What follows belongs to an exercise in optimizing a design on an open flow for small area; a production flow would make more cautious choices. Function was checked by simulation only, so behaviour that the tests miss may differ from the original.

==> inputs of 12-04 <==
==> flow/design.v (excerpt) <==
module sprite_bank (
    input         clock,
    input  [9:0]  hcount,
    input  [9:0]  vcount,
    input  [7:0]  en,
    input  [79:0] pos_x,
    input  [79:0] pos_y,
    output [63:0] rgb,
    output [7:0]  vis
);
Logo u_logo (
    .enable(en[0]), .clock(clock), .X(pos_x[9:0]), .Y(pos_y[9:0]),
    .hcount(hcount), .vcount(vcount),
    .red(rgb[7:5]), .green(rgb[4:2]), .blue(rgb[1:0]), .imagen(vis[0]));
Obs u_obs (
    .enable(en[1]), .clock(clock), .X(pos_x[19:10]), .Y(pos_y[19:10]),
    .hcount(hcount), .vcount(vcount),
    .red(rgb[15:13]), .green(rgb[12:10]), .blue(rgb[9:8]), .imagen(vis[1]));
Obs2 u_obs2 (
    .enable(en[2]), .clock(clock), .X(pos_x[29:20]), .Y(pos_y[29:20]),
    .hcount(hcount), .vcount(vcount),
    .red(rgb[23:21]), .green(rgb[20:18]), .blue(rgb[17:16]), .imagen(vis[2]));
Over u_over (
    .enable(en[3]), .clock(clock), .X(pos_x[39:30]), .Y(pos_y[39:30]),
    .hcount(hcount), .vcount(vcount),
    .red(rgb[31:29]), .green(rgb[28:26]), .blue(rgb[25:24]), .imagen(vis[3]));
Personaje u_personaje (
    .enable(en[4]), .clock(clock), .X(pos_x[49:40]), .Y(pos_y[49:40]),
    .hcount(hcount), .vcount(vcount),
    .red(rgb[39:37]), .green(rgb[36:34]), .blue(rgb[33:32]), .imagen(vis[4]));
User u_user (
    .enable(en[5]), .clock(clock), .X(pos_x[59:50]), .Y(pos_y[59:50]),
    .hcount(hcount), .vcount(vcount),
    .red(rgb[47:45]), .green(rgb[44:42]), .blue(rgb[41:40]), .imagen(vis[5]));
Boton_Start u_boton_start (
    .enable(en[6]), .clock(clock), .posx(pos_x[69:60]), .posy(pos_y[69:60]),
    .hcount(hcount), .vcount(vcount),
    .red(rgb[55:53]), .green(rgb[52:50]), .blue(rgb[49:48]), .data(vis[6]));
Boton_Exit u_boton_exit (
    .enable(en[7]), .clock(clock), .posx(pos_x[79:70]), .posy(pos_y[79:70]),
    .hcount(hcount), .vcount(vcount),
    .red(rgb[63:61]), .green(rgb[60:58]), .blue(rgb[57:56]), .data(vis[7]));
endmodule
Settings: LEC_CHECK=0, ABC_AREA=1, CAP_MARGIN=20, CORE_MARGIN=2, CORE_UTILIZATION=55, SLEW_MARGIN=20, SYNTH_MEMORY_MAX_BITS=65536; clock period 12.0 ns.
run.sh (not shown) runs the stock make flow with config.mk's settings and CLKGATE_MAP_FILE= SYNTH_SCRIPT=/design/flow/synth_recipe.tcl, a recipe that flattens the netlist after the stock synthesis.
==> 04-13: changes against 12-04 <==
--- a/flow/config.mk
+++ b/flow/config.mk
@@ -10,3 +10,3 @@
 export CORE_MARGIN = 2
-export CORE_UTILIZATION = 55
+export CORE_UTILIZATION = 35
 export SLEW_MARGIN = 20
==> results.py <==
metrics = {
    "floorplan": {
        "die_y_um": 279,
        "rows": 100,
        "chipWidth_um": 279,
    },
    "placement": {
        "dp.cells": 8997,
        "dp_worst_setup_slack_ps": 3660,
        "gp_congestion": 1.50,
        "hpwl_mm": 191,
        "placedInstanceArea_um2": 44500,
    },
    "clock_tree": {
        "cts_max_path_buffers": 2,
    },
    "outcome": {
        "haltStage": "global routing",
        "firstError": "[ERROR GRT-0116] Global routing finished with congestion. Check the congestion regions in the DRC Viewer.",
        "outcome": "aborted with a tool error",
    },
    "yosys": {
        "ys_top_cells_by_area": "nand2_1, nand3_1, inv_1",
    },
    "global_routing": {
        "grt_max_degree": 69,
    },
}
That was 12-04.
==> results.py <==
metrics = {
    "floorplan": {
        "rows": 126,
        "chipWidth_um": 349,
        "core_area_um2": 118000,
        "die_y_um": 349,
    },
    "placement": {
        "dp_worst_setup_slack_ps": 3630,
        "dp.cells": 9632,
        "hpwl_mm": 258,
        "placedInstanceArea_um2": 45700,
        "gp_congestion": 1.22,
    },
    "clock_tree": {
        "cts_max_path_buffers": 2,
    },
    "yosys": {
        "synth_commonest_cells": "nand2_1, inv_1, nor2_1",
        "ys_top_cells_by_area": "nand2_1, nand3_1, inv_1",
    },
    "outcome": {
        "outcome": "timing/DRC/antenna clean",
    },
}
That was 04-13.

-- static timing again, ports no longer ideal --
The results above use ideal ports. As a check the final layout listed here was re-extracted and re-timed, cells and wires unchanged. Step 1: set_driving_cell puts a clkbuf_16 on clock and a buf_2 on each other input, an assumption about the parent block. Step 2 also shifts input and output timing later by t, the mid clock arrival at the registers, as if the neighbouring blocks saw the same clock. Three values: ideal, step 1, step 2; two values: the first two.
run: 04-13
t, ns: 0.549
slack for setup (ns): 3.382 / 3.442 / 2.893
worst setup path at the end: input to register
cell pins on the clock port's net: 1
After both steps setup and hold are still met in 04-13. For 04-13, drivers alone change the setup slack by +0.060 ns; drivers and shift together by -0.489 ns.
